This design comes from an exercise in tuning for small area, a short achievable clock period and few clock cycles on the open sky130 flow, not from production work.
Function was not checked in any run shown here: the RTL went through the layout flow alone.

==> flow/design.v (outline; a module is shown in full before it is edited, if it fits) <==
// module MandelbrotGen: 1949 lines
// module mfa: 4 lines
// module mha: 4 lines
// module mnor2: 3 lines
// module mnand2: 3 lines
module MandelbrotGen(
		input Clk_100M,           
		input  [4:0]BTNS,         
		input  SW0,               
		input  SW15,              
		output reg [18:0] addrA,  
		output reg [11:0] dinA,   
		output reg wea            
    );
  // ...
==> flow/flow/run.sh <==
#!/bin/bash
# Layout flow: the standard synthesis (standard.sh synth), then the
# standard ORFS layout steps (standard.sh's make command) with these changes:
#  - the resizer's timing repair aims for a larger setup slack margin, so that
#    it shortens the critical paths below the clock period;
#  - extra ORFS variables given in EXTRA below.
# Each tool's output goes to a log file in this folder.
set -euo pipefail
MARGIN=7.5
EXTRA='BUFFER_PORTS_ARGS="-buffer_cell sky130_fd_sc_hd__buf_2"'
bash standard.sh synth > synth.log 2>&1
sed -e "s/SETUP_SLACK_MARGIN=[0-9.]*/SETUP_SLACK_MARGIN=$MARGIN/" \
    -e "s|\"\${@:-finish}\"|$EXTRA \"\${@:-finish}\"|" standard.sh > layout.sh
bash layout.sh > layout.log 2>&1
==> flow/standard.sh <==
#!/bin/bash
# synth_recipe.tcl (not shown) runs the flow's synth.tcl, then flattens the netlist and writes it again
# the make line also repeats each setting of config.mk as NAME=value (left out here)
make -C /OpenROAD-flow-scripts/flow DESIGN_CONFIG=/design/flow/config.mk WORK_HOME=/design/flow/orfs CLKGATE_MAP_FILE= SYNTH_SCRIPT=/design/flow/synth_recipe.tcl "${@:-finish}"
==> flow/config.mk <==
export PLATFORM = sky130hd
export DESIGN_NAME = MandelbrotGen
export DESIGN_NICKNAME = MandelbrotGen
export VERILOG_FILES = /design/flow/design.v
export SDC_FILE = /design/flow/constraint.sdc
export NUM_CORES = 8
export LEC_CHECK = 0
export ABC_AREA = 1
export CAP_MARGIN = 70
export CORE_MARGIN = 2
export CORE_UTILIZATION = 40
export CTS_BUF_LIST = sky130_fd_sc_hd__clkbuf_8
export CTS_CLUSTER_DIAMETER = 100
export CTS_CLUSTER_SIZE = 10
export SETUP_SLACK_MARGIN = 5
export SLEW_MARGIN = 70
export SYNTH_HIERARCHICAL = 1
export SYNTH_MINIMUM_KEEP_SIZE = 0
export TNS_END_PERCENT = 0
==> flow/constraint.sdc <==
create_clock -name core_clock -period 11.0 [get_ports {Clk_100M}]
set_input_delay 2.2000 -clock core_clock [delete_from_list [all_inputs] [get_ports {Clk_100M}]]
set_output_delay 2.2000 -clock core_clock [all_outputs]
set_load 0.01 [all_outputs]
==> results.py, run 1 <==
metrics = {
    "worst_hold_path": {
        "worstHoldPathType": "reg2reg",
    },
    "die": {
        "dieArea_mm2": 0.0783,
        "die_y_um": 280,
    },
    "finish": {
        "syn2layout_area_growth_pct": 11.4,
        "clock_buffers": 43,
        "fillers": 7467,
        "fin_util": 0.448,
        "multi_input_area_share": 0.638,
        "signal_buffers": 153,
        "regMostFlops": "addrA",
        "drive_gt1_frac": 0.105,
        "largest_reg_flops": 19,
        "inverters": 333,
    },
    "yosys": {
        "syn_area_per_cell_um2": 8.70,
        "yosys.area_share.simple": 0.176,
        "ys_ff_latch": 352,
        "netlist_area_mm2": 0.0304,
    },
    "clock_tree": {
        "cts_tree": "done",
        "post_cts_buffers": 35,
        "path_clk_slew_ns": 0.08,
        "cts_sinks": 352,
    },
    "drt": {
        "postRouteAntennaNets": 0,
        "wl_um": 88700,
        "routedWlPerCell_um": 19.3,
        "vias": 24865,
    },
    "global_routing": {
        "grt.met3_usage": 0.0510,
        "antenna_found_initial": 0,
        "grt.overflow.total": 0,
        "grt_max_degree": 59,
    },
    "placement": {
        "place_area_mm2": 0.0321,
        "io_buffers": 36,
    },
    "setup_path": {
        "worst-path-buf-inv": 5,
        "critPathTopFamily": "adder cells",
        "cp_cell_sequence": "clkinvlp_4 > buf_12 > o21ai_4 > buf_8 > buf_4 > o22ai_2 > xor2_2 > fa_1 > fa_1 > fa_1 > ha_4 > ha_4 > nand4_1 > inv_2 > a2111oi_4 > o41ai_2",
        "worstSetupStartpointType": "flip-flop",
        "rr_startpoint": "zi1[3]",
        "worst-path-max-fanout": 6,
        "max_stage_delay_ns": 0.53,
    },
    "run_status": {
        "status": "no timing/DRC/antenna violations",
    },
    "timing": {
        "finClkSkew_ns": 0.0681,
        "setup_viol": 0,
    },
}
==> run 2, diff against run 1 <==
--- a/flow/design.v
+++ b/flow/design.v
@@ -37,17 +37,18 @@
 reg [0:0] xc_q;
 reg [17:0] t0_q;
 reg [17:0] t1_q;
 reg [17:0] u1_q;
 reg [17:0] yh1_q;
 reg [0:0] yc_q;
 reg [17:0] zh0_q;
 reg [17:0] zh1_q;
-reg [0:0] zc_q;
+reg [12:0] zl0_q;
+reg [12:0] zl1_q;
 reg [17:0] cr2, ci2;
 reg [7:0] n2;
 reg v2, d2, t2;
 wire [17:0] zr1_n = ~zr1;
 wire p0;
 mnor2 u_p0 (zr1_n[0], zr1_n[2], p0);
 wire p1;
 mnor2 u_p1 (zr1_n[0], zr1_n[3], p1);
@@ -391,17 +392,17 @@
 mfa u_p174 (p5, p19, p32, p174, p175);
 wire p176, p177;
 mfa u_p176 (p140, p171, p174, p176, p177);
 wire p178, p179;
 mfa u_p178 (p6, p20, p33, p178, p179);
 wire p180, p181;
 mfa u_p180 (p45, p141, p175, p180, p181);
 wire p182, p183;
-mha u_p182 (p178, p180, p182, p183);
+mha u_p182 (p178, p177, p182, p183);
 wire p184, p185;
 mfa u_p184 (p7, p21, p34, p184, p185);
 wire p186, p187;
 mfa u_p186 (p46, p142, p179, p186, p187);
 wire p188, p189;
 mfa u_p188 (p184, p181, p186, p188, p189);
 wire p190, p191;
 mfa u_p190 (p8, p22, p35, p190, p191);
@@ -421,19 +422,19 @@
 mfa u_p204 (p200, p195, p202, p204, p205);
 wire p206, p207;
 mfa u_p206 (p10, p24, p37, p206, p207);
 wire p208, p209;
 mfa u_p208 (p49, p60, p70, p208, p209);
 wire p210, p211;
 mfa u_p210 (p145, p199, p201, p210, p211);
 wire p212, p213;
-mfa u_p212 (p206, p208, p210, p212, p213);
+mfa u_p212 (p206, p208, p203, p212, p213);
 wire p214, p215;
-mha u_p214 (p203, p205, p214, p215);
+mha u_p214 (p210, p205, p214, p215);
 wire p216, p217;
 mfa u_p216 (p11, p25, p38, p216, p217);
 wire p218, p219;
 mfa u_p218 (p50, p61, p71, p218, p219);
 wire p220, p221;
 mfa u_p220 (p146, p207, p209, p220, p221);
 wire p222, p223;
 mfa u_p222 (p216, p218, p211, p222, p223);
@@ -455,17 +456,17 @@
 mfa u_p238 (p13, p27, p40, p238, p239);
 wire p240, p241;
 mfa u_p240 (p52, p63, p73, p240, p241);
 wire p242, p243;
 mfa u_p242 (p82, p148, p227, p242, p243);
 wire p244, p245;
 mfa u_p244 (p229, p238, p240, p244, p245);
 wire p246, p247;
-mfa u_p246 (p231, p242, p233, p246, p247);
+mfa u_p246 (p231, p233, p242, p246, p247);
 wire p248, p249;
 mfa u_p248 (p244, p235, p246, p248, p249);
 wire p250, p251;
 mfa u_p250 (p14, p28, p41, p250, p251);
 wire p252, p253;
 mfa u_p252 (p53, p64, p74, p252, p253);
 wire p254, p255;
 mfa u_p254 (p83, p91, p149, p254, p255);
@@ -483,71 +484,71 @@
 mfa u_p266 (p54, p65, p75, p266, p267);
 wire p268, p269;
 mfa u_p268 (p84, p92, p150, p268, p269);
 wire p270, p271;
 mfa u_p270 (p251, p253, p255, p270, p271);
 wire p272, p273;
 mfa u_p272 (p264, p266, p268, p272, p273);
 wire p274, p275;
-mfa u_p274 (p270, p257, p272, p274, p275);
+mfa u_p274 (p257, p270, p272, p274, p275);
 wire p276, p277;
 mfa u_p276 (p259, p274, p261, p276, p277);
 wire p278, p279;
 mfa u_p278 (p30, p43, p55, p278, p279);
 wire p280, p281;
 mfa u_p280 (p66, p76, p85, p280, p281);
 wire p282, p283;
 mfa u_p282 (p93, p100, p151, p282, p283);
 wire p284, p285;
 mfa u_p284 (p265, p267, p269, p284, p285);
 wire p286, p287;
 mfa u_p286 (p278, p280, p282, p286, p287);
 wire p288, p289;
-mfa u_p288 (p271, p284, p273, p288, p289);
+mfa u_p288 (p271, p273, p284, p288, p289);
 wire p290, p291;
 mfa u_p290 (p286, p275, p288, p290, p291);
 wire p292, p293;
 mfa u_p292 (p44, p56, p67, p292, p293);
 wire p294, p295;
 mfa u_p294 (p77, p86, p94, p294, p295);
 wire p296, p297;
 mfa u_p296 (p101, p152, p279, p296, p297);
 wire p298, p299;
 mfa u_p298 (p281, p283, p292, p298, p299);
 wire p300, p301;
-mfa u_p300 (p294, p285, p296, p300, p301);
+mfa u_p300 (p294, p285, p287, p300, p301);
 wire p302, p303;
-mfa u_p302 (p287, p298, p289, p302, p303);
+mfa u_p302 (p296, p298, p289, p302, p303);
 wire p304, p305;
 mha u_p304 (p300, p291, p304, p305);
 wire p306, p307;
 mfa u_p306 (p57, p68, p78, p306, p307);
 wire p308, p309;
 mfa u_p308 (p87, p95, p102, p308, p309);
 wire p310, p311;
 mfa u_p310 (p108, p153, p293, p310, p311);
 wire p312, p313;
 mfa u_p312 (p295, p306, p308, p312, p313);
 wire p314, p315;
-mfa u_p314 (p297, p310, p299, p314, p315);
+mfa u_p314 (p297, p299, p310, p314, p315);
 wire p316, p317;
 mfa u_p316 (p312, p301, p314, p316, p317);
 wire p318, p319;
 mha u_p318 (p303, p316, p318, p319);
 wire p320, p321;
 mfa u_p320 (p69, p79, p88, p320, p321);
 wire p322, p323;
 mfa u_p322 (p96, p103, p109, p322, p323);
 wire p324, p325;
 mfa u_p324 (p154, p307, p309, p324, p325);
 wire p326, p327;
 mfa u_p326 (p320, p322, p311, p326, p327);
 wire p328, p329;
-mfa u_p328 (p324, p313, p315, p328, p329);
+mfa u_p328 (p313, p324, p315, p328, p329);
 wire p330, p331;
 mfa u_p330 (p326, p317, p328, p330, p331);
 wire p332, p333;
 mfa u_p332 (p80, p89, p97, p332, p333);
 wire p334, p335;
 mfa u_p334 (p104, p110, p115, p334, p335);
 wire p336, p337;
 mfa u_p336 (p155, p321, p323, p336, p337);
@@ -577,19 +578,19 @@
 mfa u_p360 (p356, p349, p358, p360, p361);
 wire p362, p363;
 mha u_p362 (p351, p360, p362, p363);
 wire p364, p365;
 mfa u_p364 (p107, p113, p118, p364, p365);
 wire p366, p367;
 mfa u_p366 (p122, p158, p355, p366, p367);
 wire p368, p369;
-mfa u_p368 (p357, p364, p366, p368, p369);
+mfa u_p368 (p357, p364, p359, p368, p369);
 wire p370, p371;
-mfa u_p370 (p359, p361, p368, p370, p371);
+mfa u_p370 (p366, p361, p368, p370, p371);
 wire p372, p373;
 mfa u_p372 (p114, p119, p123, p372, p373);
 wire p374, p375;
 mfa u_p374 (p126, p159, p365, p374, p375);
 wire p376, p377;
 mfa u_p376 (p372, p367, p374, p376, p377);
 wire p378, p379;
 mha u_p378 (p369, p376, p378, p379);
@@ -608,17 +609,17 @@
 wire p392, p393;
 mfa u_p392 (p129, p131, p162, p392, p393);
 wire p394, p395;
 mfa u_p394 (p387, p392, p389, p394, p395);
 wire p396, p397;
 mfa u_p396 (p132, p133, p163, p396, p397);
 wire p398, p399;
 mha u_p398 (p393, p396, p398, p399);
-wire [14:0] x_lo = {1'b0, {p212, p197, p196, p183, p177, p173, p170, p167, p137, p1, p0, p134, 1'b0, zr1[0]}} + {1'b0, {p214, p204, p189, p188, p182, p176, p172, p168, p166, p136, p135, 1'b0, 1'b0, 1'b0}};
+wire [14:0] x_lo = {1'b0, {p212, p197, p189, p183, p180, p173, p170, p167, p137, p1, p0, p134, 1'b0, zr1[0]}} + {1'b0, {p214, p204, p196, p188, p182, p176, p172, p168, p166, p136, p135, 1'b0, 1'b0, 1'b0}};
 wire [17:0] zi1_n = ~zi1;
 wire p400;
 mnor2 u_p400 (zi1_n[0], zi1_n[2], p400);
 wire p401;
 mnor2 u_p401 (zi1_n[0], zi1_n[3], p401);
 wire p402;
 mnor2 u_p402 (zi1_n[0], zi1_n[4], p402);
 wire p403;
@@ -959,17 +960,17 @@
 mfa u_p574 (p405, p419, p432, p574, p575);
 wire p576, p577;
 mfa u_p576 (p540, p571, p574, p576, p577);
 wire p578, p579;
 mfa u_p578 (p406, p420, p433, p578, p579);
 wire p580, p581;
 mfa u_p580 (p445, p541, p575, p580, p581);
 wire p582, p583;
-mha u_p582 (p578, p580, p582, p583);
+mha u_p582 (p578, p577, p582, p583);
 wire p584, p585;
 mfa u_p584 (p407, p421, p434, p584, p585);
 wire p586, p587;
 mfa u_p586 (p446, p542, p579, p586, p587);
 wire p588, p589;
 mfa u_p588 (p584, p581, p586, p588, p589);
 wire p590, p591;
 mfa u_p590 (p408, p422, p435, p590, p591);
@@ -989,19 +990,19 @@
 mfa u_p604 (p600, p595, p602, p604, p605);
 wire p606, p607;
 mfa u_p606 (p410, p424, p437, p606, p607);
 wire p608, p609;
 mfa u_p608 (p449, p460, p470, p608, p609);
 wire p610, p611;
 mfa u_p610 (p545, p599, p601, p610, p611);
 wire p612, p613;
-mfa u_p612 (p606, p608, p610, p612, p613);
+mfa u_p612 (p606, p608, p603, p612, p613);
 wire p614, p615;
-mha u_p614 (p603, p605, p614, p615);
+mha u_p614 (p610, p605, p614, p615);
 wire p616, p617;
 mfa u_p616 (p411, p425, p438, p616, p617);
 wire p618, p619;
 mfa u_p618 (p450, p461, p471, p618, p619);
 wire p620, p621;
 mfa u_p620 (p546, p607, p609, p620, p621);
 wire p622, p623;
 mfa u_p622 (p616, p618, p611, p622, p623);
@@ -1023,17 +1024,17 @@
 mfa u_p638 (p413, p427, p440, p638, p639);
 wire p640, p641;
 mfa u_p640 (p452, p463, p473, p640, p641);
 wire p642, p643;
 mfa u_p642 (p482, p548, p627, p642, p643);
 wire p644, p645;
 mfa u_p644 (p629, p638, p640, p644, p645);
 wire p646, p647;
-mfa u_p646 (p631, p642, p633, p646, p647);
+mfa u_p646 (p631, p633, p642, p646, p647);
 wire p648, p649;
 mfa u_p648 (p644, p635, p646, p648, p649);
 wire p650, p651;
 mfa u_p650 (p414, p428, p441, p650, p651);
 wire p652, p653;
 mfa u_p652 (p453, p464, p474, p652, p653);
 wire p654, p655;
 mfa u_p654 (p483, p491, p549, p654, p655);
@@ -1051,71 +1052,71 @@
 mfa u_p666 (p454, p465, p475, p666, p667);
 wire p668, p669;
 mfa u_p668 (p484, p492, p550, p668, p669);
 wire p670, p671;
 mfa u_p670 (p651, p653, p655, p670, p671);
 wire p672, p673;
 mfa u_p672 (p664, p666, p668, p672, p673);
 wire p674, p675;
-mfa u_p674 (p670, p657, p672, p674, p675);
+mfa u_p674 (p657, p670, p672, p674, p675);
 wire p676, p677;
 mfa u_p676 (p659, p674, p661, p676, p677);
 wire p678, p679;
 mfa u_p678 (p430, p443, p455, p678, p679);
 wire p680, p681;
 mfa u_p680 (p466, p476, p485, p680, p681);
 wire p682, p683;
 mfa u_p682 (p493, p500, p551, p682, p683);
 wire p684, p685;
 mfa u_p684 (p665, p667, p669, p684, p685);
 wire p686, p687;
 mfa u_p686 (p678, p680, p682, p686, p687);
 wire p688, p689;
-mfa u_p688 (p671, p684, p673, p688, p689);
+mfa u_p688 (p671, p673, p684, p688, p689);
 wire p690, p691;
 mfa u_p690 (p686, p675, p688, p690, p691);
 wire p692, p693;
 mfa u_p692 (p444, p456, p467, p692, p693);
 wire p694, p695;
 mfa u_p694 (p477, p486, p494, p694, p695);
 wire p696, p697;
 mfa u_p696 (p501, p552, p679, p696, p697);
 wire p698, p699;
 mfa u_p698 (p681, p683, p692, p698, p699);
 wire p700, p701;
-mfa u_p700 (p694, p685, p696, p700, p701);
+mfa u_p700 (p694, p685, p687, p700, p701);
 wire p702, p703;
-mfa u_p702 (p687, p698, p689, p702, p703);
+mfa u_p702 (p696, p698, p689, p702, p703);
 wire p704, p705;
 mha u_p704 (p700, p691, p704, p705);
 wire p706, p707;
 mfa u_p706 (p457, p468, p478, p706, p707);
 wire p708, p709;
 mfa u_p708 (p487, p495, p502, p708, p709);
 wire p710, p711;
 mfa u_p710 (p508, p553, p693, p710, p711);
 wire p712, p713;
 mfa u_p712 (p695, p706, p708, p712, p713);
 wire p714, p715;
-mfa u_p714 (p697, p710, p699, p714, p715);
+mfa u_p714 (p697, p699, p710, p714, p715);
 wire p716, p717;
 mfa u_p716 (p712, p701, p714, p716, p717);
 wire p718, p719;
 mha u_p718 (p703, p716, p718, p719);
 wire p720, p721;
 mfa u_p720 (p469, p479, p488, p720, p721);
 wire p722, p723;
 mfa u_p722 (p496, p503, p509, p722, p723);
 wire p724, p725;
 mfa u_p724 (p554, p707, p709, p724, p725);
 wire p726, p727;
 mfa u_p726 (p720, p722, p711, p726, p727);
 wire p728, p729;
-mfa u_p728 (p724, p713, p715, p728, p729);
+mfa u_p728 (p713, p724, p715, p728, p729);
 wire p730, p731;
 mfa u_p730 (p726, p717, p728, p730, p731);
 wire p732, p733;
 mfa u_p732 (p480, p489, p497, p732, p733);
 wire p734, p735;
 mfa u_p734 (p504, p510, p515, p734, p735);
 wire p736, p737;
 mfa u_p736 (p555, p721, p723, p736, p737);
@@ -1145,19 +1146,19 @@
 mfa u_p760 (p756, p749, p758, p760, p761);
 wire p762, p763;
 mha u_p762 (p751, p760, p762, p763);
 wire p764, p765;
 mfa u_p764 (p507, p513, p518, p764, p765);
 wire p766, p767;
 mfa u_p766 (p522, p558, p755, p766, p767);
 wire p768, p769;
-mfa u_p768 (p757, p764, p766, p768, p769);
+mfa u_p768 (p757, p764, p759, p768, p769);
 wire p770, p771;
-mfa u_p770 (p759, p761, p768, p770, p771);
+mfa u_p770 (p766, p761, p768, p770, p771);
 wire p772, p773;
 mfa u_p772 (p514, p519, p523, p772, p773);
 wire p774, p775;
 mfa u_p774 (p526, p559, p765, p774, p775);
 wire p776, p777;
 mfa u_p776 (p772, p767, p774, p776, p777);
 wire p778, p779;
 mha u_p778 (p769, p776, p778, p779);
@@ -1177,51 +1178,51 @@
 mfa u_p792 (p529, p531, p562, p792, p793);
 wire p794, p795;
 mfa u_p794 (p787, p792, p789, p794, p795);
 wire p796, p797;
 mfa u_p796 (p532, p533, p563, p796, p797);
 wire p798, p799;
 mha u_p798 (p793, p796, p798, p799);
 wire p800, p801;
-mfa u_p800 (p215, p224, p615, p800, p801);
+mfa u_p800 (p215, p615, p224, p800, p801);
 wire p802, p803;
-mfa u_p802 (p225, p236, p625, p802, p803);
+mfa u_p802 (p225, p625, p236, p802, p803);
 wire p804, p805;
-mfa u_p804 (p237, p248, p637, p804, p805);
+mfa u_p804 (p237, p637, p248, p804, p805);
 wire p806, p807;
-mfa u_p806 (p260, p262, p660, p806, p807);
+mfa u_p806 (p260, p660, p262, p806, p807);
 wire p808, p809;
-mfa u_p808 (p263, p276, p663, p808, p809);
+mfa u_p808 (p263, p663, p276, p808, p809);
 wire p810, p811;
-mfa u_p810 (p290, p277, p690, p810, p811);
+mfa u_p810 (p290, p690, p277, p810, p811);
 wire p812, p813;
-mfa u_p812 (p302, p304, p702, p812, p813);
+mfa u_p812 (p302, p702, p304, p812, p813);
 wire p814, p815;
-mfa u_p814 (p305, p318, p705, p814, p815);
+mfa u_p814 (p305, p705, p318, p814, p815);
 wire p816, p817;
-mfa u_p816 (p319, p330, p719, p816, p817);
+mfa u_p816 (p319, p719, p330, p816, p817);
 wire p818, p819;
-mfa u_p818 (p342, p331, p742, p818, p819);
+mfa u_p818 (p342, p742, p331, p818, p819);
 wire p820, p821;
-mfa u_p820 (p343, p352, p743, p820, p821);
+mfa u_p820 (p343, p743, p352, p820, p821);
 wire p822, p823;
-mfa u_p822 (p362, p353, p762, p822, p823);
+mfa u_p822 (p362, p762, p353, p822, p823);
 wire p824, p825;
-mfa u_p824 (p363, p370, p763, p824, p825);
+mfa u_p824 (p363, p763, p370, p824, p825);
 wire p826, p827;
-mfa u_p826 (p378, p371, p778, p826, p827);
+mfa u_p826 (p378, p778, p371, p826, p827);
 wire p828, p829;
-mfa u_p828 (p379, p384, p779, p828, p829);
+mfa u_p828 (p379, p779, p384, p828, p829);
 wire p830, p831;
-mfa u_p830 (p390, p385, p790, p830, p831);
+mfa u_p830 (p390, p790, p385, p830, p831);
 wire p832, p833;
-mfa u_p832 (p391, p394, p791, p832, p833);
+mfa u_p832 (p391, p791, p394, p832, p833);
 wire p834, p835;
-mfa u_p834 (p398, p395, p798, p834, p835);
+mfa u_p834 (p398, p798, p395, p834, p835);
 wire p836 = (p215 & p224) | (p215 & ~p615) | (p224 & ~p615);
 wire p837 = (p225 & p236) | (p225 & ~p625) | (p236 & ~p625);
 wire p838 = (p237 & p248) | (p237 & ~p637) | (p248 & ~p637);
 wire p839 = (p260 & p262) | (p260 & ~p660) | (p262 & ~p660);
 wire p840 = (p263 & p276) | (p263 & ~p663) | (p276 & ~p663);
 wire p841 = (p290 & p277) | (p290 & ~p690) | (p277 & ~p690);
 wire p842 = (p302 & p304) | (p302 & ~p702) | (p304 & ~p702);
 wire p843 = (p305 & p318) | (p305 & ~p705) | (p318 & ~p705);
@@ -1229,17 +1230,17 @@
 wire p845 = (p342 & p331) | (p342 & ~p742) | (p331 & ~p742);
 wire p846 = (p343 & p352) | (p343 & ~p743) | (p352 & ~p743);
 wire p847 = (p362 & p353) | (p362 & ~p762) | (p353 & ~p762);
 wire p848 = (p363 & p370) | (p363 & ~p763) | (p370 & ~p763);
 wire p849 = (p378 & p371) | (p378 & ~p778) | (p371 & ~p778);
 wire p850 = (p379 & p384) | (p379 & ~p779) | (p384 & ~p779);
 wire p851 = (p390 & p385) | (p390 & ~p790) | (p385 & ~p790);
 wire p852 = (p391 & p394) | (p391 & ~p791) | (p394 & ~p791);
-wire [14:0] y_lo = {1'b0, {p612, p597, p596, p583, p577, p573, p570, p567, p537, p401, p400, p534, 1'b0, zi1[0]}} + {1'b0, {p614, p604, p589, p588, p582, p576, p572, p568, p566, p536, p535, 1'b0, 1'b0, 1'b0}};
+wire [14:0] y_lo = {1'b0, {p612, p597, p589, p583, p580, p573, p570, p567, p537, p401, p400, p534, 1'b0, zi1[0]}} + {1'b0, {p614, p604, p596, p588, p582, p576, p572, p568, p566, p536, p535, 1'b0, 1'b0, 1'b0}};
 wire p853 = zi1[0] ^ 1'b0;
 wire p854 = (zi1[1] & ~zi1[0] & ~1'b0) | (~zi1[1] & zi1[0] & 1'b0);
 wire p855 = zi1[1] ^ (p853 & zr1[0]);
 wire p856 = zi1[1] ^ ((p853 & zr1[1]) | (p854 & zr1[0]));
 wire p857 = zi1[1] ^ ((p853 & zr1[2]) | (p854 & zr1[1]));
 wire p858 = zi1[1] ^ ((p853 & zr1[3]) | (p854 & zr1[2]));
 wire p859 = zi1[1] ^ ((p853 & zr1[4]) | (p854 & zr1[3]));
 wire p860 = zi1[1] ^ ((p853 & zr1[5]) | (p854 & zr1[4]));
@@ -1693,26 +1694,27 @@
 wire p1308, p1309;
 mfa u_p1308 (p1034, p1301, p1306, p1308, p1309);
 wire p1310, p1311;
 mha u_p1310 (p1303, p1308, p1310, p1311);
 wire p1312, p1313;
 mfa u_p1312 (p999, p1018, p1035, p1312, p1313);
 wire p1314, p1315;
 mfa u_p1314 (p1307, p1312, p1309, p1314, p1315);
-wire [13:0] z_lo = {1'b0, {p1095, p1085, p1082, p1072, p1059, p1056, p1050, p1044, p1040, p1037, p876, p856, zi1[1]}} + {1'b0, {p1106, p1094, p1084, p1074, p1066, p1058, p1052, p1046, p1042, p1038, p1036, 1'b0, p855}};
 wire [0:0] xc_w = {x_lo[14]};
 wire [17:0] t0_w = {p834, p832, p830, p828, p826, p824, p822, p820, p818, p816, p814, p812, p810, p808, p806, p804, p802, p800};
 wire [17:0] t1_w = {p833, p831, p829, p827, p825, p823, p821, p819, p817, p815, p813, p811, p809, p807, p805, p803, p801, 1'b0};
 wire [17:0] u1_w = {p852, p851, p850, p849, p848, p847, p846, p845, p844, p843, p842, p841, p840, p839, p838, p837, p836, 1'b1};
 wire [17:0] yh1_w = {p795, p794, p785, p784, p771, p770, p753, p752, p731, p730, p718, p704, p677, p676, p662, p648, p636, p624};
 wire [0:0] yc_w = {y_lo[14]};
-wire [17:0] zh0_w = {p1311, p1310, p1299, p1298, p1283, p1282, p1263, p1262, p1239, p1238, p1211, p1210, p1179, p1163, p1147, p1133, p1119, p1116};
-wire [17:0] zh1_w = {p1314, p1305, p1304, p1291, p1290, p1273, p1272, p1251, p1250, p1225, p1224, p1195, p1194, p1178, p1162, p1146, p1132, p1118};
-wire [0:0] zc_w = {z_lo[13]};
+wire [17:0] zh0_w = {p1311, p1310, p1299, p1298, p1283, p1282, p1263, p1262, p1239, p1225, p1211, p1195, p1179, p1163, p1147, p1133, p1119, p1116};
+wire [17:0] zh1_w = {p1314, p1305, p1304, p1291, p1290, p1273, p1272, p1251, p1250, p1238, p1224, p1210, p1194, p1178, p1162, p1146, p1132, p1118};
+wire [12:0] zl0_w = {p1095, p1085, p1082, p1072, p1059, p1056, p1050, p1044, p1040, p1037, p876, p856, zi1[1]};
+wire [12:0] zl1_w = {p1106, p1094, p1084, p1074, p1066, p1058, p1052, p1046, p1042, p1038, p1036, 1'b0, p855};
+wire [13:0] z_lo = {1'b0, zl0_q} + {1'b0, zl1_q};
 wire q0, q1;
 mfa u_q0 (t0_q[0], t1_q[0], yh1_q[0], q0, q1);
 wire q2, q3;
 mfa u_q2 (t0_q[1], t1_q[1], yh1_q[1], q2, q3);
 wire q4, q5;
 mfa u_q4 (t0_q[2], t1_q[2], yh1_q[2], q4, q5);
 wire q6, q7;
 mfa u_q6 (t0_q[3], t1_q[3], yh1_q[3], q6, q7);
@@ -1776,51 +1778,51 @@
 mfa u_q64 (~t0_q[14], u1_q[14], ~yh1_q[14], q64, q65);
 wire q66, q67;
 mfa u_q66 (~t0_q[15], u1_q[15], ~yh1_q[15], q66, q67);
 wire q68, q69;
 mfa u_q68 (~t0_q[16], u1_q[16], ~yh1_q[16], q68, q69);
 wire q70, q71;
 mfa u_q70 (~t0_q[17], u1_q[17], ~yh1_q[17], q70, q71);
 wire q72, q73;
-mfa u_q72 (q36, xc_q[0], cr2[0], q72, q73);
+mfa u_q72 (cr2[0], q36, xc_q[0], q72, q73);
 wire q74, q75;
-mfa u_q74 (q38, q37, cr2[1], q74, q75);
+mfa u_q74 (cr2[1], q37, q38, q74, q75);
 wire q76, q77;
-mfa u_q76 (q40, q39, cr2[2], q76, q77);
+mfa u_q76 (cr2[2], q39, q40, q76, q77);
 wire q78, q79;
-mfa u_q78 (q42, q41, cr2[3], q78, q79);
+mfa u_q78 (cr2[3], q41, q42, q78, q79);
 wire q80, q81;
-mfa u_q80 (q44, q43, cr2[4], q80, q81);
+mfa u_q80 (cr2[4], q43, q44, q80, q81);
 wire q82, q83;
-mfa u_q82 (q46, q45, cr2[5], q82, q83);
+mfa u_q82 (cr2[5], q45, q46, q82, q83);
 wire q84, q85;
-mfa u_q84 (q48, q47, cr2[6], q84, q85);
+mfa u_q84 (cr2[6], q47, q48, q84, q85);
 wire q86, q87;
-mfa u_q86 (q50, q49, cr2[7], q86, q87);
+mfa u_q86 (cr2[7], q49, q50, q86, q87);
 wire q88, q89;
-mfa u_q88 (q52, q51, cr2[8], q88, q89);
+mfa u_q88 (cr2[8], q51, q52, q88, q89);
 wire q90, q91;
-mfa u_q90 (q54, q53, cr2[9], q90, q91);
+mfa u_q90 (cr2[9], q53, q54, q90, q91);
 wire q92, q93;
-mfa u_q92 (q56, q55, cr2[10], q92, q93);
+mfa u_q92 (cr2[10], q55, q56, q92, q93);
 wire q94, q95;
-mfa u_q94 (q58, q57, cr2[11], q94, q95);
+mfa u_q94 (cr2[11], q57, q58, q94, q95);
 wire q96, q97;
-mfa u_q96 (q60, q59, cr2[12], q96, q97);
+mfa u_q96 (cr2[12], q59, q60, q96, q97);
 wire q98, q99;
-mfa u_q98 (q62, q61, cr2[13], q98, q99);
+mfa u_q98 (cr2[13], q61, q62, q98, q99);
 wire q100, q101;
-mfa u_q100 (q64, q63, cr2[14], q100, q101);
+mfa u_q100 (cr2[14], q63, q64, q100, q101);
 wire q102, q103;
-mfa u_q102 (q66, q65, cr2[15], q102, q103);
+mfa u_q102 (cr2[15], q65, q66, q102, q103);
 wire q104, q105;
-mfa u_q104 (q68, q67, cr2[16], q104, q105);
+mfa u_q104 (cr2[16], q67, q68, q104, q105);
 wire q106, q107;
-mfa u_q106 (q70, q69, cr2[17], q106, q107);
+mfa u_q106 (cr2[17], q69, q70, q106, q107);
 wire q108, q109;
 mfa u_q108 (zh0_q[0], zh1_q[0], ci2[0], q108, q109);
 wire q110, q111;
 mfa u_q110 (zh0_q[1], zh1_q[1], ci2[1], q110, q111);
 wire q112, q113;
 mfa u_q112 (zh0_q[2], zh1_q[2], ci2[2], q112, q113);
 wire q114, q115;
 mfa u_q114 (zh0_q[3], zh1_q[3], ci2[3], q114, q115);
@@ -1851,17 +1853,17 @@
 wire q140, q141;
 mfa u_q140 (zh0_q[16], zh1_q[16], ci2[16], q140, q141);
 wire q142, q143;
 mfa u_q142 (zh0_q[17], zh1_q[17], ci2[17], q142, q143);
 wire [18:0] s_sum_t = {{q34, q32, q30, q28, q26, q24, q22, q20, q18, q16, q14, q12, q10, q8, q6, q4, q2, q0}, yc_q[0]} + {{q33, q31, q29, q27, q25, q23, q21, q19, q17, q15, q13, q11, q9, q7, q5, q3, q1, xc_q[0]}, yc_q[0]};
 wire [17:0] s_sum = s_sum_t[18:1];
 wire [18:0] nzr_t = {{q106, q104, q102, q100, q98, q96, q94, q92, q90, q88, q86, q84, q82, q80, q78, q76, q74, q72}, 1'b0} + {{q105, q103, q101, q99, q97, q95, q93, q91, q89, q87, q85, q83, q81, q79, q77, q75, q73, ~yc_q[0]}, 1'b0};
 wire [17:0] nzr = nzr_t[18:1];
-wire [18:0] nzi_t = {{q142, q140, q138, q136, q134, q132, q130, q128, q126, q124, q122, q120, q118, q116, q114, q112, q110, q108}, 1'b0} + {{q141, q139, q137, q135, q133, q131, q129, q127, q125, q123, q121, q119, q117, q115, q113, q111, q109, zc_q[0]}, 1'b0};
+wire [18:0] nzi_t = {{q142, q140, q138, q136, q134, q132, q130, q128, q126, q124, q122, q120, q118, q116, q114, q112, q110, q108}, 1'b0} + {{q141, q139, q137, q135, q133, q131, q129, q127, q125, q123, q121, q119, q117, q115, q113, q111, q109, z_lo[13]}, 1'b0};
 wire [17:0] nzi = nzi_t[18:1];
 wire esc_s  = (s_sum >= 18'd65505) & (s_sum <= 18'd131039);
 wire stop   = esc_s | (n2 == 8'd149);
 wire retire = v2 & d2 & (t2 == hpar) & ~restart;
 wire take   = (~v2 | retire) & ~restart;
 wire pan = pan_im | pan_re;
 wire [17:0] add_a = pan_im ? im0 : pan_re ? re0 : col0 ? ci1 : cr1;
 wire [17:0] add_b = pan ? {shift[12:0], 5'b0} : shift;
@@ -1897,17 +1899,18 @@
 	xc_q <= xc_w;
 	t0_q <= t0_w;
 	t1_q <= t1_w;
 	u1_q <= u1_w;
 	yh1_q <= yh1_w;
 	yc_q <= yc_w;
 	zh0_q <= zh0_w;
 	zh1_q <= zh1_w;
-	zc_q <= zc_w;
+	zl0_q <= zl0_w;
+	zl1_q <= zl1_w;
 	cr2 <= cr1; ci2 <= ci1; n2 <= n1; d2 <= d1; t2 <= t1;
 	v2 <= v1 & ~restart;
 	zr1 <= zr_nx;
 	zi1 <= zi_nx;
 		if (take) begin
 		cr1 <= crn; ci1 <= cin;
 		n1 <= 8'd0; d1 <= 1'b0; t1 <= ipar;
 	end else begin
==> results.py, run 2 <==
metrics = {
    "global_routing": {
        "grt_first_pass_wirelength_um": 150000,
        "grt_usage": 0.244,
        "grt_max_degree": 67,
        "grt_pass1_vias": 26037,
        "antenna_found_initial": 0,
        "grt.overflow.total": 0,
    },
    "drt": {
        "first_iter_violations": 2417,
        "via_per_inst": 5.48,
        "postRouteAntennaNets": 0,
        "drc": 0,
        "first_pass_iters": 6,
        "routedWlPerCell_um": 20.1,
        "wl_um": 95100,
        "vias": 25877,
    },
    "worst_hold_path": {
        "hold_start": "n1[7]",
        "holdPathEnd": "n2[7]",
        "whs_path_depth": 0,
        "worstHoldPathType": "reg2reg",
    },
    "yosys": {
        "syn_area_per_cell_um2": 8.69,
        "syn-instance-count": 3567,
        "synth_edf_count": 54,
        "yosysUniqueCellTypes": 61,
        "synth_seq_area_share": 0.260,
        "ys_top_cells_by_count": "614 x nand2_1, 470 x nor2_1, 418 x fa_1",
        "synth.most_common_cell": "nand2_1",
        "synth_warnings": 7,
        "netlist_area_mm2": 0.0310,
        "synth_top_area_frac": 0.270,
        "ys_ff_latch": 376,
        "synth_flop_cell": "dfxtp_1",
        "yosys.area.top_type": "fa_1",
        "async_reset_ff_frac": 0,
        "synthTopCellsByArea": "fa_1 27%, dfxtp_1 21%, nand2_1 7.4%",
    },
    "setup_path": {
        "worst-path-max-fanout": 4,
        "worstSetupStartpointType": "flip-flop",
        "arrival_ns": 4.30,
        "rr_startpoint": "zi1[5]",
        "rr_worst_depth": 12,
        "rrSetupSlack_ns": 7.25,
        "path_class": "reg2reg",
        "r2r_end": "zh1_q[9]",
        "cp-end-kind": "flip-flop",
        "cp.required_ns": 11.56,
    },
    "clock_tree": {
        "clock_tree.buffer_depth": 3,
        "cts_htree_levels": 2,
        "cts_sinks": 376,
        "cts_made_buffers": 44,
        "clock_latency_ns": 0.70,
        "path_clk_slew_ns": 0.09,
        "root_buffer": "clkbuf_8",
        "hold_buffers": 0,
        "cts_tree": "done",
    },
    "finish": {
        "largest_reg_flops": 19,
        "antenna_cells": 0,
        "fillers": 7518,
        "final_common_cell": "nand2_1",
        "finalInstanceArea_mm2": 0.0351,
        "regMostFlops": "addrA",
        "final_cell_mix": "597 x nand2_1, 454 x nor2_1, 394 x fa_1, 303 x inv_1, 282 x dfxtp_1",
        "drive_gt1_frac": 0.120,
        "final_nets": 4248,
        "syn2layout_area_growth_pct": 13.2,
    },
    "timing": {
        "finClkSkew_ns": 0.0361,
        "final.setup.tns_ns": 0,
        "period_needed_ns": 3.75,
        "report.final.hold_viol_count": 0,
        "fin_crit_sh": 0.341,
        "slew_violations": 0,
        "fmax_ghz": 0.267,
        "rsz0062_at_grt": "yes",
        "setup_viol": 0,
    },
    "die": {
        "dieArea_mm2": 0.0798,
        "rows": 102,
        "coreArea_mm2": 0.0771,
        "start_util": 0.402,
        "die_width_um": 282,
        "die_y_um": 282,
        "ioPinCount": 40,
    },
    "placement": {
        "hpwl_um": 66800,
        "gp_congestion": 0.906,
        "place_area_mm2": 0.0328,
        "io_buffers": 36,
    },
    "job": {
        "drv_cap": 0,
    },
    "run_status": {
        "status": "no timing/DRC/antenna violations",
    },
}
[run 2: cells by family (layout without fill, tap and decap cells)]
logic type | Yosys count | count (layout) | synth area share
buffers and inverters | 470 | 577 | 0.0585
adders and majority gates | 572 | 572 | 0.332
xor gates and xnor gates | 210 | 210 | 0.0593
other | 2 | 12 | 0.000242
muxes | 1 | 1 | 0.000323
DFF | 376 | 376 | 0.260
AOI/OAI and AO/OA | 610 | 611 | 0.114
and+or+nand+nor | 1326 | 1326 | 0.175
[run 2: what timing repair did]
item                                    in CTS  in global routing
cloned                                      21                  1
resized for setup                          155                 43
pin swaps                                   39                 17
endpoints found under the setup margin     176                150
setup buffers                               59                  9
[run 2: worst max-delay path: stages, from the launching register on]
cell and delay (ns):
dfxtp_4 0.43, buf_12 0.13, clkinvlp_4 0.20, nand2_4 0.16
o21ai_4 0.10, buf_6 0.14, o22ai_2 0.11, xor2_1 0.20
fa_2 0.48, fa_2 0.38, fa_2 0.35, fa_1 0.53
fa_1 0.41
[run 2: per-stage QoR]
stage	std cells	utilization	hold WS (ns)	setup slack, ns
2_1_floorplan	3577	-	0.310	7.42
3_3_place_gp	4546	0.420	0.310	6.47
3_5_place_dp	4569	0.425	0.313	6.58
4_1_cts	4712	0.451	0.306	7.34
5_1_grt	4725	0.455	0.320	7.16
6_report	4725	0.455	0.308	7.25
[run 2: cell type report]
cell class | count | area, um2 | area share
Timing Repair inverter | 16 | 133 | 0.00378
Timing Repair Buffer | 153 | 1520 | 0.0432
Tap cell | 1040 | 1300 | 0.0371
Inverter | 345 | 1570 | 0.0448
Sequential cell | 376 | 8180 | 0.233
Clock buffer | 44 | 606 | 0.0172
Clock inverter | 19 | 114 | 0.00324
Multi-Input combinational cell | 2732 | 21700 | 0.618
[run 2: per-module statistics from Yosys, one instance, submodules excluded]
module,cell area [um2],cells inside,flops+latches
MandelbrotGen,20900,2777,376
mfa,20.0,1,0
mha,12.5,1,0
mnand2,3.75,1,0
mnor2,3.75,1,0
[run 2: worst max path at each step]
stage | from | slack, ns | to | cells past startpoint
finish | zi1[5] | 7.25 | zh1_q[9] | 12
global route | pan_im | 7.16 | re0[14] | 22
CTS | zi1[6] | 7.34 | zh1_q[7] | 10
detailed placement | zi1[7] | 6.58 | zh1_q[9] | 10
global placement | zi1[3] | 6.47 | zh1_q[7] | 10
floorplan | zi1[9] | 7.42 | zh1_q[5] | 10
[run 2: metal layers]
layer,part of all wire,vias to the layer above,routed length [um],GRT usage
li1,-,11893,-,-
met1,0.41,12550,39200,0.328
met2,0.46,1187,43900,0.391
met3,0.088,247,8330,0.0476
met4,0.039,0,3680,0.0909
met5,0,-,0,0

## port drivers added, routing unchanged
The flow's constraints put no driver on any port. The routed layouts listed below were extracted and timed again, unchanged, in two steps.
Step 1 assumes that a clkbuf_16 drives the clock port and a buf_2 every other input.
Step 2, shift: input delay + t, output delay - t, t = (earliest + latest rising clock arrival at the registers) / 2. This alone moves slack from input paths to output paths.
Three values: ideal, step 1, step 2; two values: the first two.
run	t, ns	setup slack, ns	hold WS [ns]	cell pins on the clock port's net
run 1	0.692	6.916 / 6.916 / 6.916	0.317 / 0.317 / 0.317	1
run 2	0.738	7.253 / 7.253 / 7.253	0.308 / 0.308 / 0.308	1
After both steps setup and hold are still met in every run listed.
